This is an optimization exercise on Yosys and OpenROAD, whose aim is small area, not a production implementation. In this exercise RTL edits were held to simulation tests only and were not proved equivalent to the original. Power figures rest on the tool's default switching activity, not on a simulated workload.

**flow/flow/reopt.abc**
```
strash;&get -n;&deepsyn -T 60;&put;&get -n;&dch -f;&nf -R 1000;&put
```
**flow/standard.sh**
```bash
#!/bin/bash
# synth_recipe.tcl (not shown) runs the flow's synth.tcl, then flattens the netlist and writes it again
# the make line also repeats each setting of config.mk as NAME=value (left out here)
make -C /OpenROAD-flow-scripts/flow DESIGN_CONFIG=/design/flow/config.mk WORK_HOME=/design/flow/orfs CLKGATE_MAP_FILE= SYNTH_SCRIPT=/design/flow/synth_recipe.tcl "${@:-finish}"
```
**flow/constraint.sdc**
```tcl
create_clock -name core_clock -period 20.0 [get_ports {clk}]
set_input_delay 4.0000 -clock core_clock [delete_from_list [all_inputs] [get_ports {clk}]]
set_output_delay 4.0000 -clock core_clock [all_outputs]
set_load 0.01 [all_outputs]
```
**flow/config.mk**
```make
export PLATFORM = sky130hd
export DESIGN_NAME = miniCPU
export DESIGN_NICKNAME = miniCPU
export VERILOG_FILES = /design/flow/design.v
export SDC_FILE = /design/flow/constraint.sdc
export NUM_CORES = 4
export LEC_CHECK = 0
export ABC_AREA = 1
export CAP_MARGIN = 20
export CORE_MARGIN = 2
export CORE_UTILIZATION = 55
export SLEW_MARGIN = 20
```
**flow/design.v**
```verilog
module aluCPU(
    input [15:0] data1,
    input [15:0] data2,
    input [15:0] imm,
    input imm_cin,
    input pass,
    input use_imm,
    input add,
    input sub,
    input mul,
    output [15:0] result
);
    wire [15:0] r0 = data1 & {16{pass | add | sub | (mul & data2[0])}};
    wire [15:0] r1 = (imm & {16{use_imm}})
                   | ((data2 ^ {16{sub}}) & {16{add | sub}})
                   | ({data1[14:0], 1'b0} & {16{mul & data2[1]}});
    wire [15:0] r2 = {data1[13:0], 2'b0} & {16{mul & data2[2]}};
    wire [15:0] r3 = {data1[12:0], 3'b0} & {16{mul & data2[3]}};
    wire [15:0] r4 = {data1[11:0], 4'b0} & {16{mul & data2[4]}};
    wire [15:0] r5 = {data1[10:0], 5'b0} & {16{mul & data2[5]}};
    wire neg = mul & data2[6];
    wire [15:0] r6 = {~data1[9:0] & {10{neg}}, 6'b0};
    wire [15:0] r7 = {9'd0, neg, 5'd0, sub | (use_imm & imm_cin)};
    function [31:0] csa_n(input [15:0] a, input [15:0] b, input [15:0] c);
        reg [15:0] s, k;
        begin
            s = a ^ b ^ c;
            k = (a & b) | (a & c) | (b & c);
            csa_n = {k[14:0], 1'b1, s};
        end
    endfunction
    wire [31:0] l1a = csa_n(~r0, ~r1, ~r2);
    wire [31:0] l1b = csa_n(~r3, ~r4, ~r5);
    wire [31:0] l2a = csa_n(l1a[15:0], l1a[31:16], l1b[15:0]);
    wire [31:0] l2b = csa_n(l1b[31:16], ~r6, ~r7);
    wire [31:0] l3 = csa_n(l2a[15:0], l2a[31:16], l2b[15:0]);
    wire [31:0] l4 = csa_n(l3[15:0], l3[31:16], l2b[31:16]);
    wire [15:0] x = l4[15:0], y = l4[31:16];
    wire [15:0] result_n;
    wire [16:0] c;
    assign c[0] = 1'b1;
    genvar g;
    generate
        for (g = 0; g < 16; g = g + 1) begin : rca
            assign result_n[g] = x[g] ^ y[g] ^ c[g];
            assign c[g+1] = (x[g] & y[g]) | (x[g] & c[g]) | (y[g] & c[g]);
        end
    endgenerate
    assign result = ~result_n;
endmodule
module memoryCPU (
    input clock,
    input clear,
    input regWrite,
    input [3:0] write_reg_addr,
    input [15:0] write_data,
    input [3:0] read_reg_addr,
    output [15:0] read_data
);
    reg phase;
    reg pending;
    reg [2:0] pair_d;
    reg clear_d;
    reg [15:0] slot_p [0:7];
    reg [15:0] slot_q [0:7];
    wire write_now = regWrite & (write_reg_addr[0] != phase);
    always @(posedge clock) begin
        phase <= ~phase;
        pending <= regWrite & (write_reg_addr[0] == phase);
        pair_d <= write_reg_addr[3:1];
        clear_d <= clear;
    end
    wire clr = clear | clear_d;
    wire [15:0] wdata = write_data & {16{~clr}};
    integer i;
    always @(posedge clock) begin
        for (i = 0; i < 8; i = i + 1) begin
            slot_q[i] <= slot_p[i];
            if (clr | (write_now & (write_reg_addr[3:1] == i)) | (pending & (pair_d == i)))
                slot_p[i] <= wdata;
            else
                slot_p[i] <= slot_q[i];
        end
    end
    wire [3:0] slot = {read_reg_addr[3:1], read_reg_addr[0] ^ phase};  
    reg [15:0] rd;
    always @(*) begin
        rd = 16'd0;
        for (i = 0; i < 8; i = i + 1) begin
            rd = rd | (slot_p[i] & {16{(slot == {i[2:0], 1'b0}) & ~clear_d}});
            rd = rd | (slot_q[i] & {16{(slot == {i[2:0], 1'b1}) & ~clear_d}});
        end
    end
    assign read_data = rd;
endmodule
module lcd_controller (
    input clk,
    input reset_n,           
    input rst_n,             
    input start,
    input [2:0] opcode,
    input load,
    input [3:0] reg_idx,
    input [15:0] value,      
    input step_free,         
    output [15:0] val_out,
    output [15:0] step_out,
    output reg [7:0] lcd_data,
    output wire lcd_rs,
    output wire lcd_rw,
    output reg lcd_en,
    output wire lcd_on,
    output wire lcd_blon
);
    localparam [2:0] STATE_IDLE = 0, STATE_INIT = 1, STATE_READY = 2,
                     STATE_WRITE_LINE1 = 3, STATE_LINE2_ADDR = 4, STATE_WRITE_LINE2 = 5;
    reg [2:0] state;
    reg [3:0] char_index;     
    reg [10:0] counter;       
    reg wait_flag;
    reg [2:0] op_store;
    reg [3:0] reg_store;
    reg [15:0] val;           
    reg [3:0] digit;          
    reg first_boot;
    reg prev_reset_n;
    reg system_active;
    assign lcd_rw = 1'b0;
    assign lcd_on = (state != STATE_IDLE);
    assign lcd_blon = (state != STATE_IDLE);
    function [39:0] get_op_string(input [2:0] op);
        case (op)
            3'b000: get_op_string = "LOAD ";
            3'b001: get_op_string = "ADD  ";
            3'b010: get_op_string = "ADDI ";
            3'b011: get_op_string = "SUB  ";
            3'b100: get_op_string = "SUBI ";
            3'b101: get_op_string = "MUL  ";
            3'b110: get_op_string = "CLEAR";
            default: get_op_string = "DPL  ";
        endcase
    endfunction
    wire val_neg = val[15];
    reg [15:0] step_k;
    always @(*) begin
        case ({val_neg, char_index[2:0]})
            4'b0001: step_k = -16'd10000;
            4'b0010: step_k = -16'd1000;
            4'b0011: step_k = -16'd100;
            4'b0100: step_k = -16'd10;
            4'b1001: step_k = 16'd10000;
            4'b1010: step_k = 16'd1000;
            4'b1011: step_k = 16'd100;
            4'b1100: step_k = 16'd10;
            4'b1101: step_k = 16'd1;
            default: step_k = -16'd1;
        endcase
    end
    assign val_out = val;
    assign step_out = step_k;
    wire [15:0] step_sum = value;
    wire step_ok = val_neg ? (step_sum[15] | (step_sum == 16'd0)) : ~step_sum[15];
    wire extracting = (state == STATE_WRITE_LINE2) && wait_flag && !lcd_en &&
                      (char_index != 4'd0) && !first_boot && step_free;
    wire is_clear = (op_store == 3'b110) && !first_boot;
    wire [39:0] op_str = get_op_string(op_store);
    wire [3:0] ci_prev = char_index - 1'b1;
    always @(*) begin
        lcd_data = 8'hxx;
        case (state)
            STATE_INIT:
                case (char_index)
                    4'd1, 4'd2: lcd_data = 8'h38;
                    4'd3: lcd_data = 8'h0C;
                    default: lcd_data = 8'h01;
                endcase
            STATE_WRITE_LINE1:
                if (char_index == 4'd0)
                    lcd_data = first_boot ? 8'h06 : 8'h01;
                else if (ci_prev < 5)
                    lcd_data = first_boot ? " " : op_str >> (8 * (4 - ci_prev));
                else if (is_clear || ci_prev == 4'd5)
                    lcd_data = " ";
                else if (ci_prev == 4'd6)
                    lcd_data = "[";
                else
                    lcd_data = (reg_store[10 - ci_prev] && !first_boot) ? "1" : "0";
            STATE_LINE2_ADDR:
                lcd_data = "]";
            STATE_WRITE_LINE2:
                if (char_index == 4'd0)
                    lcd_data = 8'hC0;
                else if (char_index == 4'd1)
                    lcd_data = (val_neg && !first_boot) ? "-" : "+";
                else
                    lcd_data = {4'h3, digit};
            default:  
                lcd_data = is_clear ? " " : {4'h3, digit};
        endcase
    end
    assign lcd_rs = ((char_index != 4'd0) && (state == STATE_WRITE_LINE1 || state == STATE_WRITE_LINE2))
                  || state == STATE_LINE2_ADDR || state == STATE_READY;
    always @(posedge clk) begin
        if (load && state == STATE_READY) begin
            reg_store <= reg_idx;
            val <= value;
        end else if (extracting && step_ok) begin
            val <= step_sum;
        end
        if (!rst_n) begin
            system_active <= 0;
            prev_reset_n <= 1;
            state <= STATE_IDLE;
            lcd_en <= 0;
        end else begin
            prev_reset_n <= reset_n;
            if (prev_reset_n == 1'b1 && reset_n == 1'b0)
                system_active <= ~system_active;
            if (system_active == 1'b0) begin
                state <= STATE_IDLE;
                lcd_en <= 0;
                wait_flag <= 0;
                counter <= 0;
                char_index <= 0;
                first_boot <= 1;
            end else if (state == STATE_IDLE) begin
                state <= STATE_INIT;
                char_index <= 0;
                wait_flag <= 0;
                first_boot <= 1;
            end else if (wait_flag) begin
                if (counter != 11'd935) begin
                    counter <= {counter[9:0], ~(counter[10] ^ counter[8])};
                    if (counter == 11'd1648) begin
                        lcd_en <= 0;
                        digit <= 4'd0;
                    end
                end else begin
                    wait_flag <= 0;
                    counter <= 0;
                end
                if (extracting && step_ok)
                    digit <= digit + 1'b1;
            end else begin
                case (state)
                    STATE_INIT: begin
                        lcd_en <= 1;
                        wait_flag <= 1;
                        if (char_index != 4'd4)
                            char_index <= char_index + 1'b1;
                        else begin
                            char_index <= 0;
                            op_store <= 3'b000;
                            state <= STATE_WRITE_LINE1;
                        end
                    end
                    STATE_READY: begin
                        if (start) begin
                            op_store <= opcode;
                            lcd_en <= 1;
                            wait_flag <= 1;
                            state <= STATE_WRITE_LINE1;
                            char_index <= 0;
                        end
                    end
                    STATE_WRITE_LINE1: begin
                        lcd_en <= 1;
                        wait_flag <= 1;
                        if (char_index != 4'd11)
                            char_index <= char_index + 1'b1;
                        else begin
                            char_index <= 0;
                            if (is_clear)
                                state <= STATE_READY;
                            else
                                state <= STATE_LINE2_ADDR;
                        end
                    end
                    STATE_LINE2_ADDR: begin
                        lcd_en <= 1;
                        wait_flag <= 1;
                        state <= STATE_WRITE_LINE2;
                    end
                    STATE_WRITE_LINE2: begin
                        lcd_en <= 1;
                        wait_flag <= 1;
                        if (char_index != 4'd5)
                            char_index <= char_index + 1'b1;
                        else begin
                            first_boot <= 0;
                            state <= STATE_READY;
                        end
                    end
                    default: ;
                endcase
            end
        end
    end
endmodule
module miniCPU (
    input [17:0] switches,
    input ligar,
    input enviar,
    input clk,
    input rst_n,
    output [7:0] LCD_DATA,
    output LCD_RS,
    output LCD_RW,
    output LCD_EN,
    output LCD_ON,
    output LCD_BLON
);
    wire [2:0] opcode = switches[17:15];
    wire [3:0] reg_dest = switches[14:11];
    wire [3:0] reg_input1 = switches[10:7];
    wire [3:0] reg_input2 = switches[6:3];
    wire signal = switches[6];
    wire [15:0] imm_ones = {{10{signal}}, switches[5:0] ^ {6{signal}}};
    localparam [2:0] LOAD = 3'b000, ADD = 3'b001, ADDI = 3'b010, SUB = 3'b011,
                     SUBI = 3'b100, MUL = 3'b101, CLEAR = 3'b110, DISPLAY = 3'b111;
    localparam [2:0] IDLE = 3'b000, EXECUTE = 3'b001, WRITE = 3'b010, WAIT_MORE = 3'b011,
                     W1_NONE = 3'b100, W1_WRITE = 3'b101, W1_CLEAR = 3'b110;
    localparam [1:0] SEL_ADD = 2'b00, SEL_SUB = 2'b01, SEL_MUL = 2'b10, SEL_PASS = 2'b11;
    reg [2:0] state;
    wire lcd_start_signal = state[2];
    wire write_enable = state[2] & state[0];
    wire soft_reset = state[2] & state[1];
    reg [15:0] work;
    reg [1:0] alu_selector;
    wire [15:0] mem_read_data;
    wire [15:0] alu_result;
    reg ligar_high;
    always @(posedge clk or negedge ligar)
        if (~ligar) ligar_high <= 1'b0;
        else ligar_high <= 1'b1;
    wire memory_clear = ~ligar_high | soft_reset;
    wire executing = (state == EXECUTE);
    wire writing = (state == WRITE);
    wire [3:0] read_addr = executing ? reg_input2 : reg_input1;
    memoryCPU Memo (
        .clock(clk),
        .clear(memory_clear),
        .regWrite(write_enable),
        .write_reg_addr(reg_dest),
        .write_data(work),
        .read_reg_addr(read_addr),
        .read_data(mem_read_data)
    );
    wire op_rr = (opcode == ADD) | (opcode == SUB);
    wire w_load = (opcode == LOAD);
    wire w_pass = (opcode == DISPLAY) | (alu_selector == SEL_PASS);
    wire w_op = ~w_load & ~w_pass;
    wire cpu_alu = executing | writing;
    wire ext = ~cpu_alu;
    wire m_pass = ext | (executing ? op_rr : (~w_load & w_pass));
    wire m_imm = ext | (executing ? ~op_rr : w_load);
    wire m_add = writing & w_op & (alu_selector == SEL_ADD);
    wire m_sub = writing & w_op & (alu_selector == SEL_SUB);
    wire m_mul = writing & w_op & (alu_selector == SEL_MUL);
    wire [15:0] lcd_val, lcd_step;
    aluCPU ALU (
        .data1(ext ? lcd_val : mem_read_data),
        .data2(work),
        .imm(ext ? lcd_step : imm_ones),
        .imm_cin(~ext & signal),
        .pass(m_pass),
        .use_imm(m_imm),
        .add(m_add),
        .sub(m_sub),
        .mul(m_mul),
        .result(alu_result)
    );
    wire [3:0] current_lcd_reg_idx = (opcode == DISPLAY) ? reg_input1 : reg_dest;
    lcd_controller LCD (
        .clk(clk),
        .reset_n(ligar),
        .rst_n(rst_n),
        .start(lcd_start_signal),
        .opcode(opcode),
        .load(writing),
        .reg_idx(current_lcd_reg_idx),
        .value(alu_result),
        .step_free(ext),
        .val_out(lcd_val),
        .step_out(lcd_step),
        .lcd_data(LCD_DATA),
        .lcd_rs(LCD_RS),
        .lcd_rw(LCD_RW),
        .lcd_en(LCD_EN),
        .lcd_on(LCD_ON),
        .lcd_blon(LCD_BLON)
    );
    always @(posedge clk or negedge ligar) begin
        if (~ligar) begin
            state <= IDLE;
        end else begin
            case (state)
                IDLE: if (!enviar) state <= EXECUTE;
                EXECUTE: state <= WRITE;
                WRITE: begin
                    if (opcode == CLEAR)
                        state <= W1_CLEAR;
                    else if (opcode == DISPLAY)
                        state <= W1_NONE;
                    else
                        state <= W1_WRITE;
                end
                default:  
                    if (enviar) state <= IDLE;
                    else state <= WAIT_MORE;
            endcase
        end
    end
    always @(posedge clk) begin
        if (executing) begin
            case (opcode)
                ADD, ADDI: alu_selector <= SEL_ADD;
                SUB, SUBI: alu_selector <= SEL_SUB;
                MUL: alu_selector <= SEL_MUL;
                default: alu_selector <= SEL_PASS;
            endcase
        end
        if (executing | writing)
            work <= alu_result;
    end
endmodule
```
**flow/flow/params.sh**
```bash
# extra make settings for the layout steps
LAYOUT_VARS=(
  "CTS_ARGS=-sink_clustering_enable -repair_clock_nets -dont_use_dummy_load -sink_clustering_size 28 -sink_clustering_max_diameter 100"
  "BUFFER_PORTS_ARGS=-buffer_cell sky130_fd_sc_hd__buf_2"
)
```
**flow/flow/run.sh**
```bash
#!/bin/bash
# Standard synthesis, then a stronger ABC area pass over the combinational
# logic only (flip-flops, adders and tie cells are kept as they are, with
# their names), then the standard layout from that netlist with the extra
# make settings in flow/params.sh (clock-tree and port-buffer options).
set -euo pipefail
WORK=$(pwd)
R=$WORK/orfs/results/${FLOW_PLATFORM}/miniCPU/base
LIB=$FLOW_HOME/platforms/${FLOW_PLATFORM}/lib/sky130_fd_sc_hd__tt_025C_1v80.lib
source "$WORK/flow/params.sh"

bash standard.sh synth > synth_standard.log 2>&1
cp "$R/1_2_yosys.v" "$WORK/1_2_yosys.standard.v"

DU=$(sed -n '/DONT_USE_CELLS/,/^$/p' "$FLOW_HOME/platforms/${FLOW_PLATFORM}/config.mk" | tr -d '\\' \
     | grep -o 'sky130_fd_sc_hd__[a-z0-9_]*' | sed 's/^/-dont_use /' | tr '\n' ' ')
cp "$WORK/flow/reopt.abc" "$WORK/reopt.abc"
cat > "$WORK/reopt.ys" <<EOY
read_liberty -wb -ignore_miss_func $LIB
read_verilog $WORK/1_2_yosys.standard.v
hierarchy -top $FLOW_TOP
blackbox =sky130_fd_sc_hd__*df* =sky130_fd_sc_hd__fa_* =sky130_fd_sc_hd__ha_* =sky130_fd_sc_hd__conb_*
flatten -wb
opt_clean
abc -liberty $LIB $DU -script $WORK/reopt.abc
opt_clean -purge
read_liberty -lib -overwrite $LIB
hierarchy -top $FLOW_TOP
splitnets
opt_clean -purge
hilomap -singleton -hicell sky130_fd_sc_hd__conb_1 HI -locell sky130_fd_sc_hd__conb_1 LO
insbuf -buf sky130_fd_sc_hd__buf_1 A X
opt_clean -purge
check -assert -mapped
stat -liberty $LIB
write_verilog -noattr -nohex -nodec $WORK/1_2_yosys.reopt.v
EOY
yosys -s "$WORK/reopt.ys" > reopt.log 2>&1
cp "$WORK/1_2_yosys.reopt.v" "$R/1_2_yosys.v"
rm -f "$R/1_synth.odb" "$R/1_synth.sdc"
bash standard.sh "${LAYOUT_VARS[@]}" finish > layout.log 2>&1
```
==> impl_metrics.tcl, run 1 <==
set metrics [dict create \
    clock_skew_ns 0.0656 \
    portBuffers 33 \
    critPathKind "input pin to flop" \
    finalCritPeriodShare_pct 72.9 \
    root_buffer "clkbuf_16" \
    syn_inst 1296 \
    setup_violations 0 \
    path_max_fanout 16 \
    r2r_cells 37 \
    path_clk_slew_ns 0.10 \
    antenna_found_initial 0 \
    timing.fmax_mhz 68.6 \
    maxSlewHeadroom_pct 35.1 \
    start_util_pct 55.8 \
    clock_sinks 334 \
    ir_worst_vdd_mv 0.169 \
    cap_violations 0 \
    grt_pass1_vias 11400 \
    tightest_slew_ns 0.974 \
    htreeDepth 1 \
    worstReg2RegEnd "LCD.val[15]$_DFFE_PP_" \
    cp.arrival_ns 14.66 \
    slowest_stage "nand2_1" \
    overflow 0 \
    final_cell_mix "dfxtp_1 (268), a22o_1 (137), nand2_1 (106), nor2_1 (103), clkinv_1 (79)" \
    postRouteAntennaNets 0 \
    hold_viol 0 \
    slew_viol_final 0 \
    hp-class "flop to flop" \
    vias 11300 \
    rsz0062_at_grt "false" \
    dieHeight_um 166 \
    slowest_delay_ns 0.65 \
    area_growth_pct 9.39 \
    die_area_mm2 0.0276 \
    rows 59 \
    power_frac_seq_pct 38.8 \
    power_density_mw_per_mm2 175 \
    hpwlAfterDp_um 30300 \
    post-cts-setup-buffers 0 \
    globalplace.congestion 0.898 \
    track_usage_pct 32.3 \
    path_common_cell "fa_1" \
    cp-startpoint "switches[3]" \
    syn_area_mm2 0.0145 \
    drt-total-wl_um 44700 \
    cts_buffers 17 \
    r2r_start "state[2]$_DFFE_PN0P_" \
    rrSetupSlack_ns 7.69 \
    coreArea_mm2 0.0259 \
    cts_tree "built" \
    start_kind "input pin" \
    grt_pass1_wl_um 68700 \
    final_common_cell "dfxtp_1" \
    power_w 0.00277 \
    dr.pass1.iters 9 \
    wl_per_cell_um 25.9 \
    io_pins 35 \
    clockBufferDepth 3 \
    clkPwrFrac_pct 13.0 \
    via_per_inst 6.54 \
    layout-drive-gt1-share_pct 7.14 \
    clk_latency_ns 0.53 \
    drc 0 \
    avgSynthCellArea_um2 11.2 \
    hold_slack_ns 0.305 \
    yosysWarnings 6 \
    swShare_pct 42.5 \
    outcome "no timing/DRC/antenna violations" \
    dieWidth_um 166 \
    min_period_ns 14.58 \
    grt_max_degree 36 \
    crit_end "LCD.val[15]$_DFFE_PP_" \
    required_ns 20.07 \
    cts_resized 0 \
    syn_nets 1421 \
    power.switching_w 0.00118 \
    crit_path_end_kind "flop" \
    drtIter0Drc 1652 \
    p_int_w 0.00159 \
    cts-hold-fix-buffers 0 \
    setup-tns-final_ns 0 \
    leakagePower_nw 5.99 \
    final_nets 1513 \
    comb_power_share_pct 48.2 \
]
registers in the layout (all words and copies together) (netlist names), 4 cells and up:
signal / count
LCD.val: 16
LCD.digit: 4
LCD.counter: 11
Memo.slot_q: 128
work: 16
LCD.reg_store: 4
LCD.char_index: 4
Memo.slot_p: 128
stage by stage:
step	area, um2	util (%)	worst slack [ns]	std cells
floorplan	14500	-	6.08	1296
global placement	15400	59.4	5.16	1704
detailed placement	15400	59.4	4.89	1704
CTS	15800	61.0	5.38	1721
global route	15800	61.0	4.75	1721
finish	15800	61.0	5.42	1722
per-layer routing:
metal,GRT usage (%),part of all wire [%],routed length [um]
met1,43.3,41,18500
met2,53.2,46,20500
met3,4.08,7.7,3430
met4,14.0,5.1,2280
met5,0,0,0
power groups by stage:
stage,clock network (W),logic [W],registers (W)
finish,0.000360,0.00133,0.00107
global route,0.000385,0.00148,0.00109
CTS,0.000362,0.00133,0.00107
detailed placement,0,0.00132,0.00108
global placement,0,0.00129,0.00108
floorplan,0,0.000895,0.00102
worst min path at each step:
stage                          startpoint                          to  slack (ns)  cells past startpoint
6_report        Memo.slot_p[0][1]$_DFF_P_   Memo.slot_q[0][1]$_DFF_P_        0.30                      0
5_1_grt         Memo.slot_p[0][1]$_DFF_P_   Memo.slot_q[0][1]$_DFF_P_        0.29                      0
4_1_cts         Memo.slot_p[0][1]$_DFF_P_   Memo.slot_q[0][1]$_DFF_P_        0.30                      0
3_5_place_dp    Memo.slot_p[3][7]$_DFF_P_   Memo.slot_q[3][7]$_DFF_P_        0.34                      0
3_3_place_gp   Memo.slot_p[1][14]$_DFF_P_  Memo.slot_q[1][14]$_DFF_P_        0.33                      0
2_1_floorplan  Memo.slot_p[0][14]$_DFF_P_  Memo.slot_q[0][14]$_DFF_P_        0.33                      0
worst max-delay path, delay by kind of cell:
family                     cells  cell delay (ns)
adders and majority gates     14             5.57
and+or+nand+nor                6             1.60
AOI/OAI and AO/OA              3             1.37
xor gates and xnor gates       7             1.07
buffers and inverters          6             0.82
muxes                          1             0.18
cell type report:
cell class	count	area, um2
antenna	1	2.50
timing repair buffer	74	473
sequential	334	7330
multi-input combinational	882	6870
inverter	79	297
fill	2173	10100
tap	335	419
clock buffer	17	425
==> run 2: changes to the inputs <==
==> flow/flow/params.sh (replaced) <==
# extra make settings for the layout steps
LAYOUT_VARS=(
  "CTS_ARGS=-sink_clustering_enable -repair_clock_nets -dont_use_dummy_load -sink_clustering_size 28 -sink_clustering_max_diameter 100"
  "BUFFER_PORTS_ARGS=-buffer_cell sky130_fd_sc_hd__buf_1"
)
==> run 2 against run 1 <==
Against the previous run:
- synthesized area did not move
- flip-flop and latch count did not move
- setup slack got worse by 0.096 ns
- synthesized cell count did not move
- non-clock buffer count fell by 1
- register-to-register slack improved by 0.24 ns
- total power fell by 0.88%
- final area fell by 0.32%
- via count rose by 0.71%
- combinational power barely moved
- global-route usage rose by 0.26 points
- cell count fell by 0.12%
==> impl_metrics.tcl, run 2 <==
set metrics [dict create \
    r2r_cells 37 \
    cts_tree "built" \
    critPathKind "input pin to flop" \
    overflow 0 \
    hold_viol 0 \
    clock_sinks 334 \
    layout-drive-gt1-share_pct 4.69 \
    track_usage_pct 32.6 \
    slowest_stage "a21oi_1" \
    yosysWarnings 6 \
    antenna_found_initial 0 \
    cp.arrival_ns 14.70 \
    cts_resized 0 \
    avgSynthCellArea_um2 11.2 \
    rsz0062_at_grt "false" \
    grt_max_degree 37 \
    rows 59 \
    finalCritPeriodShare_pct 73.4 \
    dieHeight_um 166 \
    clk_latency_ns 0.53 \
    leakagePower_nw 5.88 \
    dr.pass1.iters 7 \
    drt-total-wl_um 45200 \
    dpl-instance-area_mm2 0.0153 \
    wl_per_cell_um 26.3 \
    timing.fmax_mhz 68.1 \
    htreeDepth 1 \
    setup_ws_ns 5.32 \
    via_per_inst 6.59 \
    path_clk_slew_ns 0.11 \
    fin_area_mm2 0.0158 \
    min_period_ns 14.68 \
    clock_skew_ns 0.0855 \
    fill_cells 2159 \
    hold_slack_ns 0.336 \
    slowest_delay_ns 0.73 \
    cts-hold-fix-buffers 0 \
    hp-class "flop to flop" \
    cts_buffers 17 \
    root_buffer "clkbuf_16" \
    antenna_cells 0 \
    final_common_cell "dfxtp_1" \
    dieWidth_um 166 \
    final_nets 1512 \
    maxSlewHeadroom_pct 37.2 \
    ir_worst_vdd_mv 0.143 \
    syn_nets 1421 \
    drtIter0Drc 1267 \
    hpwlAfterDp_um 30000 \
    clockBufferDepth 3 \
    syn_area_mm2 0.0145 \
    slew_viol_final 0 \
    drc 0 \
    path_max_fanout 16 \
    power_w 0.00274 \
    setup-tns-final_ns 0 \
    cap_violations 0 \
    final_cell_mix "dfxtp_1 (268), a22o_1 (137), nand2_1 (106), nor2_1 (103), clkinv_1 (79)" \
    tightest_slew_ns 0.942 \
    power_density_mw_per_mm2 174 \
    hold_path_depth 0 \
    io_pins 35 \
    path_common_cell "fa_1" \
    required_ns 20.02 \
    area_growth_pct 9.03 \
    crit_path_end_kind "flop" \
    grt_pass1_vias 11300 \
    coreArea_mm2 0.0259 \
    postRouteAntennaNets 0 \
    post-cts-setup-buffers 0 \
    start_kind "input pin" \
    vias 11300 \
    setup_violations 0 \
    portBuffers 33 \
    globalplace.congestion 0.879 \
    dp_slack_ns 4.86 \
    syn_inst 1296 \
    grt_pass1_wl_um 69100 \
    start_util_pct 55.8 \
    top_regs "Memo.slot_p: 128 flops, Memo.slot_q: 128 flops" \
    die_area_mm2 0.0276 \
    outcome "no timing/DRC/antenna violations" \
]
[run 2: cell type report]
type	instances	area (um2)	share of cell area, %
clock buffer	17	425	2.70
inverter	79	297	1.88
multi-input combinational	882	6870	43.6
sequential	334	7330	46.5
tap	335	419	2.66
timing repair buffer	73	424	2.69
[run 2: report_power, final]
| part | switching [W] | internal, W |
|---|---|---|
| clock network | 0.000205 | 0.000153 |
| registers | 0.000135 | 0.000928 |
| logic | 0.000817 | 0.000506 |
[run 2: worst paths after layout]
| check | startpoint | endpoint | slack, ns |
|---|---|---|---|
| min in group asynchronous | ligar | ligar_high$_DFF_PN0_ | 3.32 |
| worst min register to register | Memo.slot_p[0][1]$_DFF_P_ | Memo.slot_q[0][1]$_DFF_P_ | 0.34 |
| worst max register to register | state[2]$_DFFE_PN0P_ | LCD.val[15]$_DFFE_PP_ | 7.93 |
| worst max-delay path | switches[6] | LCD.val[15]$_DFFE_PP_ | 5.32 |
| worst min-delay path | Memo.slot_p[0][1]$_DFF_P_ | Memo.slot_q[0][1]$_DFF_P_ | 0.34 |
| max in group asynchronous | ligar | state[2]$_DFFE_PN0P_ | 16.47 |
[run 2: per-stage QoR]
stage | utilization, % | cells
floorplan | - | 1296
global placement | 59.2 | 1703
detailed placement | 59.2 | 1703
CTS | 60.8 | 1720
global route | 60.8 | 1720
finish | 60.8 | 1720
[run 2: worst max-delay path: cells and delay by family]
kind,cells,cell delay [ns]
adders and majority gates,14,5.25
and+or+nand+nor,7,2.04
AOI/OAI and AO/OA,4,1.88
xor gates and xnor gates,6,0.94
buffers and inverters,4,0.38
muxes,1,0.17
[run 2: routing by layer]
layer	wire, um	GRT usage, %	part of all wire (%)	up-vias
li1	-	-	-	5066
met4	1910	12.6	4.2	0
met5	0	0	0	-
met2	21300	54.2	47	518
met3	3330	5.10	7.4	120
met1	18700	43.0	41	5637
==> run 3: changes to the inputs <==
--- a/flow/design.v
+++ b/flow/design.v
@@ -201,4 +201,9 @@
     assign lcd_rs = ((char_index != 4'd0) && (state == STATE_WRITE_LINE1 || state == STATE_WRITE_LINE2))
                   || state == STATE_LINE2_ADDR || state == STATE_READY;
+    always @(posedge clk)
+        if (rst_n && system_active && state != STATE_IDLE && wait_flag && counter != 11'd935)
+            counter <= {counter[9:0], ~(counter[10] ^ counter[8])};
+        else
+            counter <= 11'd0;
     always @(posedge clk) begin
         if (load && state == STATE_READY) begin
@@ -221,5 +226,4 @@
                 lcd_en <= 0;
                 wait_flag <= 0;
-                counter <= 0;
                 char_index <= 0;
                 first_boot <= 1;
@@ -231,5 +235,4 @@
             end else if (wait_flag) begin
                 if (counter != 11'd935) begin
-                    counter <= {counter[9:0], ~(counter[10] ^ counter[8])};
                     if (counter == 11'd1648) begin
                         lcd_en <= 0;
@@ -238,5 +241,4 @@
                 end else begin
                     wait_flag <= 0;
-                    counter <= 0;
                 end
                 if (extracting && step_ok)
@@ -413,12 +415,10 @@
     end
     always @(posedge clk) begin
-        if (executing) begin
-            case (opcode)
-                ADD, ADDI: alu_selector <= SEL_ADD;
-                SUB, SUBI: alu_selector <= SEL_SUB;
-                MUL: alu_selector <= SEL_MUL;
-                default: alu_selector <= SEL_PASS;
-            endcase
-        end
+        case (opcode)
+            ADD, ADDI: alu_selector <= SEL_ADD;
+            SUB, SUBI: alu_selector <= SEL_SUB;
+            MUL: alu_selector <= SEL_MUL;
+            default: alu_selector <= SEL_PASS;
+        endcase
         if (executing | writing)
             work <= alu_result;
==> run 3 against run 2 <==
Against the previous run:
- synthesized cell count increased by 0.93%
- global-route usage increased by 0.32 points
- clock skew decreased by 0.021 ns
- core utilization decreased by 0.38 points
- count of clock-buffer cells in the layout decreased by 1
- routed wire length decreased by 2.1%
- cell count increased by 0.41%
- critical path depth decreased by 7
- flip-flop and latch count unchanged
- first-iteration DRC count increased by 24%
- critical path type unchanged
- critical endpoint is now LCD.val[10]$_DFFE_PP_
- largest power group unchanged
==> impl_metrics.tcl, run 3 <==
set metrics [dict create \
    slowest_delay_ns 0.76 \
    postRouteAntennaNets 0 \
    coreArea_mm2 0.0258 \
    clock_sinks 334 \
    antenna_found_initial 0 \
    layout-drive-gt1-share_pct 4.45 \
    path_common_cell "fa_1" \
    rsz0062_at_grt "false" \
    use_met3_pct 5.69 \
    area_growth_pct 8.78 \
    cts_tree "built" \
    avgSynthCellArea_um2 11.0 \
    start_util_pct 55.6 \
    syn_area_mm2 0.0144 \
    met1_usage_pct 46.1 \
    r2r_cells 28 \
    tightest_slew_ns 1.07 \
    power_frac_seq_pct 38.2 \
    setup_violations 0 \
    crit_path_end_kind "flop" \
    dr.pass1.iters 6 \
    clk_latency_ns 0.52 \
    critPathKind "input pin to flop" \
    wl_per_cell_um 25.6 \
    setup-tns-final_ns 0 \
    timing.fmax_mhz 70.8 \
    portBuffers 33 \
    grt_pass1_vias 11300 \
    power.switching_w 0.00121 \
    dpl-instance-area_mm2 0.0152 \
    clockBufferDepth 3 \
    leakagePower_nw 5.87 \
    vias 11400 \
    path_clk_slew_ns 0.11 \
    overflow 0 \
    ir_worst_vdd_mv 0.185 \
    power_w 0.00281 \
    cts_buffers 16 \
    swShare_pct 43.0 \
    root_buffer "clkbuf_16" \
    io_pins 35 \
    top_regs "Memo.slot_p: 128 flops, Memo.slot_q: 128 flops" \
    final_cell_mix "dfxtp_1 (281), a22o_1 (133), nand2_1 (123), nor2_1 (109), clkinv_1 (76)" \
    yosysWarnings 6 \
    min_period_ns 14.13 \
    via_per_inst 6.59 \
    drtIter0Drc 1577 \
    required_ns 20.14 \
    power_density_mw_per_mm2 180 \
    multi_input_area_mm2 0.00693 \
    drc 0 \
    drt-total-wl_um 44300 \
    clkPwrFrac_pct 12.4 \
    maxSlewHeadroom_pct 28.6 \
    rows 59 \
    cap_violations 0 \
    slew_viol_final 0 \
    hold_slack_ns 0.345 \
    ff_latch_area_mm2 0.00720 \
    p_int_w 0.00160 \
    slowest_stage "and2_0" \
    cts_resized 0 \
    syn_nets 1433 \
    fin_area_mm2 0.0156 \
    fill_cells 2230 \
    grt_use_met2_pct 51.8 \
    post-cts-setup-buffers 0 \
    die_area_mm2 0.0274 \
    hpwlAfterDp_um 29800 \
    hold_viol 0 \
    path_max_fanout 16 \
    grt_busiest_layer "met2" \
    start_kind "input pin" \
    cp.arrival_ns 14.27 \
    track_usage_pct 32.9 \
    finalCritPeriodShare_pct 70.6 \
    htreeDepth 1 \
    hold_path_depth 0 \
    final_common_cell "dfxtp_1" \
    dieWidth_um 166 \
    final_nets 1519 \
    cts-hold-fix-buffers 0 \
    comb_power_share_pct 49.4 \
    globalplace.congestion 0.950 \
    hp-class "flop to flop" \
    antenna_cells 0 \
    dieHeight_um 166 \
    clock_skew_ns 0.0643 \
    syn_inst 1308 \
    grt_pass1_wl_um 67500 \
    outcome "no timing/DRC/antenna violations" \
    grt_max_degree 38 \
]
## run 3: worst paths after layout
check                                                from                   endpoint  slack, ns
worst max-delay path                         switches[17]      LCD.val[10]$_DFFE_PP_       5.87
worst min-delay path            Memo.slot_p[1][2]$_DFF_P_  Memo.slot_q[1][2]$_DFF_P_       0.34
worst max register to register       state[1]$_DFFE_PN0P_      LCD.val[10]$_DFFE_PP_       8.46
worst min register to register  Memo.slot_p[1][2]$_DFF_P_  Memo.slot_q[1][2]$_DFF_P_       0.34
max in group asynchronous                           ligar       state[1]$_DFFE_PN0P_      16.43
min in group asynchronous                           ligar       state[0]$_DFFE_PN0P_       3.35
## run 3: worst max-delay path: cells and delay by family
kind	cells	cell delay [ns]
simple gates	9	3.70
compound gates	1	0.17
fa+ha+maj	14	5.83
mux	1	0.17
buf+inv	4	0.40
## run 3: power groups by stage
stage / sequential (W) / clock [W] / combinational, W
floorplan: 0.00102 / 0 / 0.000932
global placement: 0.00108 / 0 / 0.00135
detailed placement: 0.00108 / 0 / 0.00138
CTS: 0.00107 / 0.000354 / 0.00139
global route: 0.00109 / 0.000376 / 0.00155
finish: 0.00107 / 0.000349 / 0.00139
## run 3: per-layer routing
metal  vias to the layer above  wire length, um
met2                       600            19700
met1                      5589            18900
met3                       119             4140
met4                         0             1490
met5                         -                0
li1                       5076                -
## run 3: through the flow
step                      setup WS [ns]  util [%]  instances
final                              5.87      60.5       1727
after global routing               5.33      60.5       1727
after CTS                          5.97      60.5       1727
after detailed placement           5.46      58.9       1711
after global placement             5.26      58.9       1711
after floorplan                    6.54         -       1308
## run 3: layout make-up
class / count / share of cell area [%]
well taps: 335 / 2.68
flip-flops and latches: 334 / 46.1
inverters: 76 / 1.83
multi-input cells: 897 / 44.3
repair buffers: 69 / 2.52
clock buffers: 16 / 2.56
==> run 4: changes to the inputs <==
--- a/flow/flow/run.sh
+++ b/flow/flow/run.sh
@@ -23,5 +23,5 @@
 flatten -wb
 opt_clean
-abc -liberty $LIB $DU -script $WORK/reopt.abc
+abc -D 20000 -liberty $LIB $DU -script $WORK/reopt.abc
 opt_clean -purge
 read_liberty -lib -overwrite $LIB
==> flow/flow/reopt.abc (replaced) <==
strash;&get -n;&deepsyn -T 60;&put;&get -n;&dch -f;&nf -R 1000;&put;topo;stime -c;buffer -c -N 10;upsize -c;dnsize -c
==> run 4 against run 3 <==
Against the previous run:
- synthesized cell count rose by 4.1%
- die area grew 1.9%
- synthesized area is 1.9% higher
- clock skew down 0.012 ns
- core utilization shrank 0.33 points
- register-to-register slack better by 0.25 ns
- critical path type unchanged
- largest cell class unchanged
- largest power group unchanged
==> impl_metrics.tcl, run 4 <==
set metrics [dict create \
    outcome "no timing/DRC/antenna violations" \
    hold_viol 0 \
    ir_worst_vdd_mv 0.195 \
    hp-class "flop to flop" \
    dpl-instance-area_mm2 0.0153 \
    r2r_cells 32 \
    wl_per_cell_um 26.0 \
    dieHeight_um 167 \
    slew_viol_final 0 \
    htreeDepth 1 \
    io_pins 35 \
    area_growth_pct 7.07 \
    hpwlAfterDp_um 30300 \
    coreArea_mm2 0.0261 \
    path_max_fanout 16 \
    top_regs "Memo.slot_p: 128 flops, Memo.slot_q: 128 flops" \
    timing.fmax_mhz 71.9 \
    rrSetupSlack_ns 8.71 \
    worstReg2RegEnd "LCD.val[15]$_DFFE_PP_" \
    wl_met3_um 3550 \
    vias 11400 \
    placedCellCount 1711 \
    drt-total-wl_um 45000 \
    slowest_stage "a31oi_1" \
    finalCritPeriodShare_pct 69.5 \
    antenna_cells 0 \
    portBuffers 33 \
    met2WireLength_um 20600 \
    track_usage_pct 32.0 \
    dp_slack_ns 5.60 \
    clock_skew_ns 0.0520 \
    grt_max_degree 41 \
    hold_path_depth 0 \
    leakagePower_nw 6.20 \
    cts_resized 0 \
    dr.pass1.iters 8 \
    critPathKind "input pin to flop" \
    rsz0062_at_grt "false" \
    drt-met1-wl_um 18800 \
    min_period_ns 13.90 \
    cts_buffers 16 \
    clk_latency_ns 0.51 \
    path_common_cell "fa_1" \
    final_cell_mix "dfxtp_1 (281), a22o_1 (133), nand2_1 (122), nor2_1 (105), inv_1 (75)" \
    post-cts-setup-buffers 0 \
    crit_path_end_kind "flop" \
    syn_inst 1361 \
    yosysWarnings 6 \
    setup-tns-final_ns 0 \
    cap_violations 0 \
    start_kind "input pin" \
    globalplace.congestion 0.903 \
    final_nets 1519 \
    setup_violations 0 \
    grt_pass1_wl_um 68900 \
    postRouteAntennaNets 0 \
    via_per_inst 6.62 \
    syn_area_mm2 0.0146 \
    avgSynthCellArea_um2 10.8 \
    cts-hold-fix-buffers 0 \
    antenna_found_initial 2 \
    overflow 0 \
    drtIter0Drc 1424 \
    slowest_delay_ns 0.84 \
    cp-startpoint "switches[3]" \
    fin_area_mm2 0.0157 \
    hp-start "Memo.slot_p[2][2]$_DFF_P_" \
    clockBufferDepth 3 \
    tightest_slew_ns 1.14 \
    required_ns 20.12 \
    rows 59 \
    setup_ws_ns 6.10 \
    maxSlewHeadroom_pct 23.4 \
    root_buffer "clkbuf_16" \
    path_clk_slew_ns 0.10 \
    fin_cells 1727 \
    layout-drive-gt1-share_pct 5.89 \
    r2r_start "state[1]$_DFFE_PN0P_" \
    cts_tree "built" \
    die_area_mm2 0.0279 \
    cp.arrival_ns 14.03 \
    drc 0 \
    dieWidth_um 167 \
    grt_pass1_vias 11400 \
    dr.max_layer_used "met5" \
    syn_nets 1486 \
    start_util_pct 56.2 \
    power_density_mw_per_mm2 179 \
    final_common_cell "dfxtp_1" \
    clock_sinks 334 \
    min_to "Memo.slot_q[2][2]$_DFF_P_" \
]
-- run 4: cell types whose count changed in the layout (fill, tap and decap cells not counted), moves of 5 or more --
cell / before / now
and2_1: 0 / 5
and2_0: 28 / 23
inv_1: 0 / 75
clkinv_1: 76 / 1
-- run 4: through the flow --
| step | utilization [%] | power, W | hold slack (ns) |
|---|---|---|---|
| global placement | 58.6 | 0.00242 | 0.332 |
| detailed placement | 58.6 | 0.00244 | 0.335 |
| floorplan | - | 0.00194 | 0.326 |
| finish | 60.1 | 0.00280 | 0.332 |
| CTS | 60.1 | 0.00279 | 0.331 |
| global route | 60.1 | 0.00299 | 0.334 |
-- run 4: cell type report --
type | count | area (um2)
sequential | 334 | 7200
multi-input combinational | 897 | 6980
fill | 2208 | 10400
clock buffer | 16 | 400
inverter | 76 | 285
tap | 335 | 419
timing repair buffer | 69 | 394
-- run 4: per-layer routing --
layer / vias up / track usage (%)
li1: 5075 / -
met1: 5663 / 43.7
met2: 567 / 52.1
met3: 122 / 4.11
met4: 4 / 12.7
met5: - / 0
-- run 4: worst max-delay path by stage --
stage	to	slack (ns)	depth (start not counted)
2_1_floorplan	LCD.val[0]$_DFFE_PP_	6.70	34
3_3_place_gp	LCD.val[11]$_DFFE_PP_	5.75	34
3_5_place_dp	LCD.val[2]$_DFFE_PP_	5.60	35
4_1_cts	LCD.val[0]$_DFFE_PP_	6.10	35
5_1_grt	LCD.val[15]$_DFFE_PP_	5.51	35
6_report	LCD.val[15]$_DFFE_PP_	6.10	35
-- run 4: report_power, final --
part	internal (W)	switching (W)
sequential	0.000930	0.000146
clock	0.000145	0.000207
combinational	0.000519	0.000853
total	0.00159	0.00121
-- run 4: critical path: cells and delay by family --
kind / cells / cell delay, ns
AO/OA/AOI/OAI: 5 / 1.55
XOR/XNOR: 1 / 0.15
adder cells (fa/ha/maj): 13 / 5.49
buffers and inverters: 6 / 0.66
multiplexers: 2 / 0.33
AND/OR/NAND/NOR: 8 / 1.83
==> run 5: changes to the inputs <==
--- a/flow/design.v
+++ b/flow/design.v
@@ -113,8 +113,7 @@
     output wire lcd_blon
 );
-    localparam [2:0] STATE_IDLE = 0, STATE_INIT = 1, STATE_READY = 2,
-                     STATE_WRITE_LINE1 = 3, STATE_LINE2_ADDR = 4, STATE_WRITE_LINE2 = 5;
-    reg [2:0] state;
-    reg [3:0] char_index;     
+    localparam [1:0] STATE_IDLE = 2'd0, STATE_RUN = 2'd1, STATE_READY = 2'd2;
+    reg [1:0] state;
+    reg [4:0] pos;
     reg [10:0] counter;       
     reg wait_flag;
@@ -144,14 +143,14 @@
     reg [15:0] step_k;
     always @(*) begin
-        case ({val_neg, char_index[2:0]})
-            4'b0001: step_k = -16'd10000;
-            4'b0010: step_k = -16'd1000;
-            4'b0011: step_k = -16'd100;
-            4'b0100: step_k = -16'd10;
-            4'b1001: step_k = 16'd10000;
-            4'b1010: step_k = 16'd1000;
-            4'b1011: step_k = 16'd100;
-            4'b1100: step_k = 16'd10;
-            4'b1101: step_k = 16'd1;
+        case ({val_neg, pos})
+            {1'b0, 5'd20}: step_k = -16'd10000;
+            {1'b0, 5'd21}: step_k = -16'd1000;
+            {1'b0, 5'd22}: step_k = -16'd100;
+            {1'b0, 5'd23}: step_k = -16'd10;
+            {1'b1, 5'd20}: step_k = 16'd10000;
+            {1'b1, 5'd21}: step_k = 16'd1000;
+            {1'b1, 5'd22}: step_k = 16'd100;
+            {1'b1, 5'd23}: step_k = 16'd10;
+            {1'b1, 5'd24}: step_k = 16'd1;
             default: step_k = -16'd1;
         endcase
@@ -161,44 +160,43 @@
     wire [15:0] step_sum = value;
     wire step_ok = val_neg ? (step_sum[15] | (step_sum == 16'd0)) : ~step_sum[15];
-    wire extracting = (state == STATE_WRITE_LINE2) && wait_flag && !lcd_en &&
-                      (char_index != 4'd0) && !first_boot && step_free;
+    wire in_line2_digits = (pos >= 5'd20) && (pos <= 5'd24);
+    wire extracting = (state == STATE_RUN) && wait_flag && !lcd_en &&
+                      in_line2_digits && !first_boot && step_free;
     wire is_clear = (op_store == 3'b110) && !first_boot;
     wire [39:0] op_str = get_op_string(op_store);
-    wire [3:0] ci_prev = char_index - 1'b1;
+    wire [4:0] l1 = pos - 5'd7;    
     always @(*) begin
-        lcd_data = 8'hxx;
-        case (state)
-            STATE_INIT:
-                case (char_index)
-                    4'd1, 4'd2: lcd_data = 8'h38;
-                    4'd3: lcd_data = 8'h0C;
-                    default: lcd_data = 8'h01;
-                endcase
-            STATE_WRITE_LINE1:
-                if (char_index == 4'd0)
-                    lcd_data = first_boot ? 8'h06 : 8'h01;
-                else if (ci_prev < 5)
-                    lcd_data = first_boot ? " " : op_str >> (8 * (4 - ci_prev));
-                else if (is_clear || ci_prev == 4'd5)
-                    lcd_data = " ";
-                else if (ci_prev == 4'd6)
-                    lcd_data = "[";
-                else
-                    lcd_data = (reg_store[10 - ci_prev] && !first_boot) ? "1" : "0";
-            STATE_LINE2_ADDR:
+        lcd_data = 8'h00;
+        if (state == STATE_RUN) begin
+            if (pos == 5'd1 || pos == 5'd2)
+                lcd_data = 8'h38;
+            else if (pos == 5'd3)
+                lcd_data = 8'h0C;
+            else if (pos == 5'd4)
+                lcd_data = 8'h01;
+            else if (pos == 5'd6)
+                lcd_data = first_boot ? 8'h06 : 8'h01;
+            else if (pos <= 5'd11)
+                lcd_data = first_boot ? " " : op_str >> (8 * (4 - l1[2:0]));
+            else if (pos == 5'd12 || (is_clear && pos <= 5'd17))
+                lcd_data = " ";
+            else if (pos == 5'd13)
+                lcd_data = "[";
+            else if (pos <= 5'd17)
+                lcd_data = (reg_store[10 - l1[3:0]] && !first_boot) ? "1" : "0";
+            else if (pos == 5'd18)
                 lcd_data = "]";
-            STATE_WRITE_LINE2:
-                if (char_index == 4'd0)
-                    lcd_data = 8'hC0;
-                else if (char_index == 4'd1)
-                    lcd_data = (val_neg && !first_boot) ? "-" : "+";
-                else
-                    lcd_data = {4'h3, digit};
-            default:  
-                lcd_data = is_clear ? " " : {4'h3, digit};
-        endcase
+            else if (pos == 5'd19)
+                lcd_data = 8'hC0;
+            else if (pos == 5'd20)
+                lcd_data = (val_neg && !first_boot) ? "-" : "+";
+            else
+                lcd_data = {4'h3, digit};
+        end else begin  
+            lcd_data = is_clear ? " " : {4'h3, digit};
+        end
     end
-    assign lcd_rs = ((char_index != 4'd0) && (state == STATE_WRITE_LINE1 || state == STATE_WRITE_LINE2))
-                  || state == STATE_LINE2_ADDR || state == STATE_READY;
+    assign lcd_rs = (state != STATE_RUN) ||
+                    (pos >= 5'd7 && pos <= 5'd18) || (pos >= 5'd20);
     always @(posedge clk)
         if (rst_n && system_active && state != STATE_IDLE && wait_flag && counter != 11'd935)
@@ -226,9 +224,9 @@
                 lcd_en <= 0;
                 wait_flag <= 0;
-                char_index <= 0;
+                pos <= 0;
                 first_boot <= 1;
             end else if (state == STATE_IDLE) begin
-                state <= STATE_INIT;
-                char_index <= 0;
+                state <= STATE_RUN;
+                pos <= 0;
                 wait_flag <= 0;
                 first_boot <= 1;
@@ -244,56 +242,26 @@
                 if (extracting && step_ok)
                     digit <= digit + 1'b1;
-            end else begin
-                case (state)
-                    STATE_INIT: begin
-                        lcd_en <= 1;
-                        wait_flag <= 1;
-                        if (char_index != 4'd4)
-                            char_index <= char_index + 1'b1;
-                        else begin
-                            char_index <= 0;
-                            op_store <= 3'b000;
-                            state <= STATE_WRITE_LINE1;
-                        end
-                    end
-                    STATE_READY: begin
-                        if (start) begin
-                            op_store <= opcode;
-                            lcd_en <= 1;
-                            wait_flag <= 1;
-                            state <= STATE_WRITE_LINE1;
-                            char_index <= 0;
-                        end
-                    end
-                    STATE_WRITE_LINE1: begin
-                        lcd_en <= 1;
-                        wait_flag <= 1;
-                        if (char_index != 4'd11)
-                            char_index <= char_index + 1'b1;
-                        else begin
-                            char_index <= 0;
-                            if (is_clear)
-                                state <= STATE_READY;
-                            else
-                                state <= STATE_LINE2_ADDR;
-                        end
-                    end
-                    STATE_LINE2_ADDR: begin
-                        lcd_en <= 1;
-                        wait_flag <= 1;
-                        state <= STATE_WRITE_LINE2;
-                    end
-                    STATE_WRITE_LINE2: begin
-                        lcd_en <= 1;
-                        wait_flag <= 1;
-                        if (char_index != 4'd5)
-                            char_index <= char_index + 1'b1;
-                        else begin
-                            first_boot <= 0;
-                            state <= STATE_READY;
-                        end
-                    end
-                    default: ;
-                endcase
+            end else if (state == STATE_READY) begin
+                if (start) begin
+                    op_store <= opcode;
+                    lcd_en <= 1;
+                    wait_flag <= 1;
+                    state <= STATE_RUN;
+                    pos <= 5'd6;
+                end
+            end else begin  
+                lcd_en <= 1;
+                wait_flag <= 1;
+                if (pos == 5'd4) begin
+                    op_store <= 3'b000;
+                    pos <= 5'd6;
+                end else if (pos == 5'd17 && is_clear) begin
+                    state <= STATE_READY;
+                end else if (pos == 5'd24) begin
+                    first_boot <= 0;
+                    state <= STATE_READY;
+                end else begin
+                    pos <= pos + 1'b1;
+                end
             end
         end
--- a/flow/flow/run.sh
+++ b/flow/flow/run.sh
@@ -23,5 +23,5 @@
 flatten -wb
 opt_clean
-abc -D 20000 -liberty $LIB $DU -script $WORK/reopt.abc
+abc -liberty $LIB $DU -script $WORK/reopt.abc
 opt_clean -purge
 read_liberty -lib -overwrite $LIB
==> flow/flow/reopt.abc (replaced) <==
strash;&get -n;&deepsyn -T 60;&put;&get -n;&dch -f;&nf -R 1000;&put
==> run 5 against run 4 <==
Against the previous run:
- synthesized cell count down 4.1%
- clock skew up 0.0073 ns
- critical path depth down 3
- still clean
- cell count down 0.12%
- sequential power about the same
- global-route usage up 1.6 points
- via count up 0.18%
- combinational power up 14%
- largest cell class unchanged
- highest routed layer is now met4
- total power up 7.6%
==> impl_metrics.tcl, run 5 <==
set metrics [dict create \
    htreeDepth 1 \
    clock_skew_ns 0.0593 \
    r2r_cells 32 \
    cts-hold-fix-buffers 0 \
    clock_sinks 334 \
    track_usage_pct 33.6 \
    syn_area_mm2 0.0143 \
    antenna_found_initial 0 \
    drtIter0Drc 1840 \
    start_kind "input pin" \
    dieWidth_um 165 \
    syn_nets 1425 \
    area_growth_pct 8.87 \
    yosysWarnings 6 \
    postRouteAntennaNets 0 \
    clockBufferDepth 3 \
    crit_path_end_kind "flop" \
    portBuffers 33 \
    hold_path_depth 0 \
    root_buffer "clkbuf_16" \
    power_frac_seq_pct 36.5 \
    path_clk_slew_ns 0.10 \
    slowest_stage "a31oi_1" \
    avgSynthCellArea_um2 11.0 \
    clk_latency_ns 0.52 \
    critPathKind "input pin to flop" \
    grt_pass1_vias 11100 \
    cap_violations 0 \
    tightest_slew_ns 1.04 \
    hpwlAfterDp_um 30500 \
    met2WireLength_um 21300 \
    setup_violations 0 \
    comb_power_share_pct 51.8 \
    p_int_w 0.00169 \
    wl_met3_um 3850 \
    outcome "no timing/DRC/antenna violations" \
    grt_pass1_wl_um 68600 \
    timing.fmax_mhz 67.1 \
    clkPwrFrac_pct 11.7 \
    slew_viol_final 0 \
    globalplace.congestion 0.896 \
    drc 0 \
    grt_max_degree 36 \
    cts_resized 0 \
    fill_cells 2247 \
    top_regs "Memo.slot_p: 128 flops, Memo.slot_q: 128 flops" \
    dr.max_layer_used "met4" \
    die_area_mm2 0.0274 \
    io_pins 35 \
    dr.pass1.iters 7 \
    hold_viol 0 \
    final_cell_mix "dfxtp_1 (280), a22o_1 (136), nand2_1 (115), nor2_1 (110), clkinv_1 (76)" \
    cts_tree "built" \
    ff_latch_area_mm2 0.00721 \
    syn_inst 1305 \
    final_common_cell "dfxtp_1" \
    path_max_fanout 16 \
    finalCritPeriodShare_pct 74.5 \
    antenna_cells 0 \
    path_common_cell "fa_1" \
    cp.arrival_ns 14.99 \
    ir_worst_vdd_mv 0.191 \
    layout-drive-gt1-share_pct 4.39 \
    required_ns 20.10 \
    drt-total-wl_um 45500 \
    post-cts-setup-buffers 0 \
    slowest_delay_ns 0.68 \
    vias 11500 \
    power.switching_w 0.00132 \
    dieHeight_um 165 \
    coreArea_mm2 0.0258 \
    hp-class "flop to flop" \
    rsz0062_at_grt "false" \
    leakagePower_nw 5.79 \
    fin_area_mm2 0.0156 \
    final_nets 1512 \
    start_util_pct 55.5 \
    dpl-instance-area_mm2 0.0152 \
    drt-met1-wl_um 18600 \
    swShare_pct 43.9 \
    min_period_ns 14.89 \
    rows 59 \
    maxSlewHeadroom_pct 30.9 \
    overflow 0 \
    via_per_inst 6.64 \
    setup-tns-final_ns 0 \
    multi_input_area_mm2 0.00690 \
    cts_buffers 16 \
    wl_per_cell_um 26.4 \
    power_density_mw_per_mm2 193 \
]
run 5: final timing paths:
kind / start / to / slack [ns]
worst min register to register: Memo.slot_p[5][1]$_DFF_P_ / Memo.slot_q[5][1]$_DFF_P_ / 0.31
max in group asynchronous: ligar / state[0]$_DFFE_PN0P_ / 16.47
worst min-delay path: Memo.slot_p[5][1]$_DFF_P_ / Memo.slot_q[5][1]$_DFF_P_ / 0.31
worst max register to register: state[2]$_DFFE_PN0P_ / LCD.val[9]$_DFFE_PP_ / 7.66
min in group asynchronous: ligar / ligar_high$_DFF_PN0_ / 3.32
worst max-delay path: switches[6] / LCD.val[9]$_DFFE_PP_ / 5.11
run 5: metal layers:
metal	vias up	GRT usage [%]
met1	5635	45.8
met5	-	0
li1	5059	-
met3	127	4.65
met2	631	55.3
met4	0	11.5
run 5: area by class of cell:
type	count	share of cell area, %
Tap cell	335	2.68
Sequential cell	334	46.2
Inverter	76	1.83
Multi-Input combinational cell	894	44.2
Clock buffer	16	2.56
Timing Repair Buffer	70	2.57
run 5: power by group through the flow:
stage / Sequential, W / Clock (W) / Combinational [W]
floorplan: 0.00105 / 0 / 0.00105
global placement: 0.00111 / 0 / 0.00152
detailed placement: 0.00111 / 0 / 0.00155
CTS: 0.00109 / 0.000354 / 0.00155
global route: 0.00111 / 0.000375 / 0.00174
finish: 0.00110 / 0.000352 / 0.00156
run 5: worst max-delay path: cells and delay by family:
family	cells	cell delay, ns
multiplexers	1	0.29
AO/OA/AOI/OAI	4	1.27
buffers and inverters	5	0.70
AND/OR/NAND/NOR	8	2.90
adder cells (fa/ha/maj)	14	5.84
run 5: through the flow:
step / hold WS [ns] / setup WS [ns] / total power (W) / instances / utilization [%]
floorplan: 0.330 / 6.13 / 0.00210 / 1305 / -
global placement: 0.331 / 4.89 / 0.00263 / 1709 / 58.9
detailed placement: 0.337 / 4.60 / 0.00265 / 1709 / 58.9
CTS: 0.311 / 5.15 / 0.00300 / 1725 / 60.4
global route: 0.320 / 4.50 / 0.00323 / 1725 / 60.4
finish: 0.313 / 5.11 / 0.00301 / 1725 / 60.4
==> run 6: changes to the inputs <==
--- a/flow/flow/run.sh
+++ b/flow/flow/run.sh
@@ -1,5 +1,5 @@
 #!/bin/bash
 # Standard synthesis, then a stronger ABC area pass over the combinational
-# logic only (flip-flops, adders and tie cells are kept as they are, with
+# logic only (flip-flops, full adders and tie cells are kept as they are, with
 # their names), then the standard layout from that netlist with the extra
 # make settings in flow/params.sh (clock-tree and port-buffer options).
@@ -20,5 +20,5 @@
 read_verilog $WORK/1_2_yosys.standard.v
 hierarchy -top $FLOW_TOP
-blackbox =sky130_fd_sc_hd__*df* =sky130_fd_sc_hd__fa_* =sky130_fd_sc_hd__ha_* =sky130_fd_sc_hd__conb_*
+blackbox =sky130_fd_sc_hd__*df* =sky130_fd_sc_hd__fa_* =sky130_fd_sc_hd__conb_*
 flatten -wb
 opt_clean
==> flow/flow/reopt.abc (replaced) <==
strash;&get -n;&deepsyn -T 60;&put;&get -n;&dch -f;&nf -R 1000;&put;&get -n;&dch -f;&nf -R 1000;&put
==> run 6 against run 5 <==
Against the previous run:
- still clean
- global-route usage fell by 0.91 points
- sequential share of layout area up 1.3 points
- count of clock-buffer cells in the layout unchanged
- hold slack improved by 0.028 ns
- final area is 2.8% lower
- clock skew down 0.0084 ns
- sequential power is essentially flat
- critical endpoint is now LCD.digit[1]$_SDFFCE_PP0P_
- highest routed layer unchanged
==> impl_metrics.tcl, run 6 <==
set metrics [dict create \
    htreeDepth 1 \
    hpwlAfterDp_um 28500 \
    dpl-instance-area_mm2 0.0148 \
    outcome "no timing/DRC/antenna violations" \
    hp-start "Memo.slot_p[7][0]$_DFF_P_" \
    min_to "Memo.slot_q[7][0]$_DFF_P_" \
    power_density_mw_per_mm2 198 \
    yosysWarnings 6 \
    setup-tns-final_ns 0 \
    cts_buffers 16 \
    syn_inst 1260 \
    syn_nets 1346 \
    clock_skew_ns 0.0508 \
    r2r_cells 37 \
    root_buffer "clkbuf_16" \
    cts_resized 0 \
    clk_latency_ns 0.52 \
    hp-class "flop to flop" \
    rows 58 \
    hold_path_depth 0 \
    path_clk_slew_ns 0.11 \
    postRouteAntennaNets 0 \
    layout-drive-gt1-share_pct 4.75 \
    drc 0 \
    portBuffers 33 \
    slowest_delay_ns 0.62 \
    vias 11100 \
    cp.buffers_inverters 5 \
    start_kind "input pin" \
    grt_max_degree 35 \
    fill_cells 2191 \
    overflow 0 \
    ir_worst_vdd_mv 0.234 \
    coreArea_mm2 0.0250 \
    timing.fmax_mhz 69.9 \
    track_usage_pct 32.7 \
    r2r_start "state[2]$_DFFE_PN0P_" \
    required_ns 20.12 \
    cts-hold-fix-buffers 0 \
    clockBufferDepth 3 \
    cap_violations 0 \
    die_area_mm2 0.0266 \
    syn_area_mm2 0.0139 \
    globalplace.congestion 0.920 \
    path_max_fanout 11 \
    post-cts-setup-buffers 0 \
    start_util_pct 55.7 \
    worstReg2RegEnd "LCD.digit[1]$_SDFFCE_PP0P_" \
    dieWidth_um 163 \
    top_regs "Memo.slot_p: 128 flops, Memo.slot_q: 128 flops" \
    area_growth_pct 9.17 \
    critPathKind "input pin to flop" \
    hold_slack_ns 0.341 \
    slew_viol_final 0 \
    grt_pass1_vias 10900 \
    slowest_stage "a21oi_1" \
    drt-total-wl_um 42800 \
    cp_top_family "adder cells" \
    cp.arrival_ns 14.42 \
    path_common_cell "fa_1" \
    min_period_ns 14.31 \
    maxSlewHeadroom_pct 30.0 \
    dieHeight_um 163 \
    final_nets 1435 \
    via_per_inst 6.62 \
    dr.pass1.iters 9 \
    antenna_cells 0 \
    tightest_slew_ns 1.05 \
    avgSynthCellArea_um2 11.0 \
    rsz0062_at_grt "false" \
    clock_sinks 334 \
    antenna_found_initial 0 \
    finalCritPeriodShare_pct 71.5 \
    drtIter0Drc 1488 \
    final_common_cell "dfxtp_1" \
    crit_path_end_kind "flop" \
    hold_viol 0 \
    wl_per_cell_um 25.5 \
    io_pins 35 \
    setup_violations 0 \
    fin_area_mm2 0.0152 \
    cts_tree "built" \
    final_cell_mix "dfxtp_1 (280), a22o_1 (135), nand2_1 (105), nor2_1 (104), fa_1 (64)" \
    grt_pass1_wl_um 65800 \
    rrSetupSlack_ns 8.42 \
    leakagePower_nw 5.42 \
]
==> run 6: power breakdown <==
group          internal, W  switching [W]  total [W]
Sequential        0.000969       0.000145    0.00111
Combinational     0.000593       0.000951    0.00154
Clock             0.000145       0.000207   0.000352
Total              0.00171        0.00130    0.00301
==> run 6: final cells by class <==
type	count	area (um2)	area share (%)
repair buffers	72	417	2.75
flip-flops and latches	334	7210	47.5
clock buffers	16	400	2.64
inverters	60	225	1.48
well taps	330	413	2.72
multi-input cells	865	6520	42.9
==> run 6: through the flow <==
| stage | std cells | util (%) | power, W | setup WS [ns] |
|---|---|---|---|---|
| after floorplan | 1260 | - | 0.00216 | 6.16 |
| after global placement | 1661 | 59.2 | 0.00265 | 5.47 |
| after detailed placement | 1661 | 59.2 | 0.00267 | 5.21 |
| after CTS | 1677 | 60.8 | 0.00301 | 5.69 |
| after global routing | 1677 | 60.8 | 0.00324 | 4.94 |
| final | 1677 | 60.8 | 0.00301 | 5.69 |
==> run 6: how the worst max path moves through the flow <==
| stage | from | endpoint | slack [ns] | cells past startpoint |
|---|---|---|---|---|
| floorplan | switches[7] | LCD.val[0]$_DFFE_PP_ | 6.16 | 39 |
| global placement | switches[5] | LCD.digit[0]$_SDFFCE_PP0P_ | 5.47 | 36 |
| detailed placement | switches[5] | LCD.digit[1]$_SDFFCE_PP0P_ | 5.21 | 36 |
| CTS | switches[5] | LCD.digit[2]$_SDFFCE_PP0P_ | 5.69 | 36 |
| global route | switches[5] | LCD.digit[2]$_SDFFCE_PP0P_ | 4.94 | 38 |
| finish | switches[5] | LCD.digit[1]$_SDFFCE_PP0P_ | 5.69 | 36 |
==> run 6: layer usage <==
layer	vias up	global-route usage, %	wire length [um]
met4	0	10.6	1440
met3	94	5.04	3410
met1	5536	44.7	18100
met2	548	53.7	19900
li1	4932	-	-
met5	-	0	0

-- separate check: timing with driven ports --
The results above use ideal ports. As a check the final layouts listed here were re-extracted and re-timed, cells and wires unchanged.
Step 1 (the two cells are an assumption about what drives the block):
set clk [get_ports {clk}]
set_driving_cell -lib_cell sky130_fd_sc_hd__clkbuf_16 $clk
set_driving_cell -lib_cell sky130_fd_sc_hd__buf_2 [delete_from_list [all_inputs] $clk]
Step 2, shift: input delay + t, output delay - t, t = (earliest + latest rising clock arrival at the registers) / 2. This alone moves slack from input paths to output paths.
a / b / c = ideal ports / drivers / drivers and shift; a / b = the first two.
run	t, ns	slack for setup (ns)	latest minus earliest clock arrival (ns)
run 1	0.554	5.417 / 5.450 / 4.895	0.069 / 0.069
run 2	0.536	5.320 / 5.348 / 4.811	0.086 / 0.085
run 3	0.535	5.870 / 5.899 / 5.364	0.064 / 0.065
run 4	0.539	6.097 / 6.125 / 5.586	0.064 / 0.064
run 5	0.547	5.106 / 5.136 / 4.589	0.059 / 0.059
run 6	0.550	5.695 / 5.724 / 5.174	0.051 / 0.051
After both steps setup and hold are still met in every run listed. The setup slack of run 1, which loses most, moves by +0.033 ns with the drivers and by -0.522 ns with both steps.
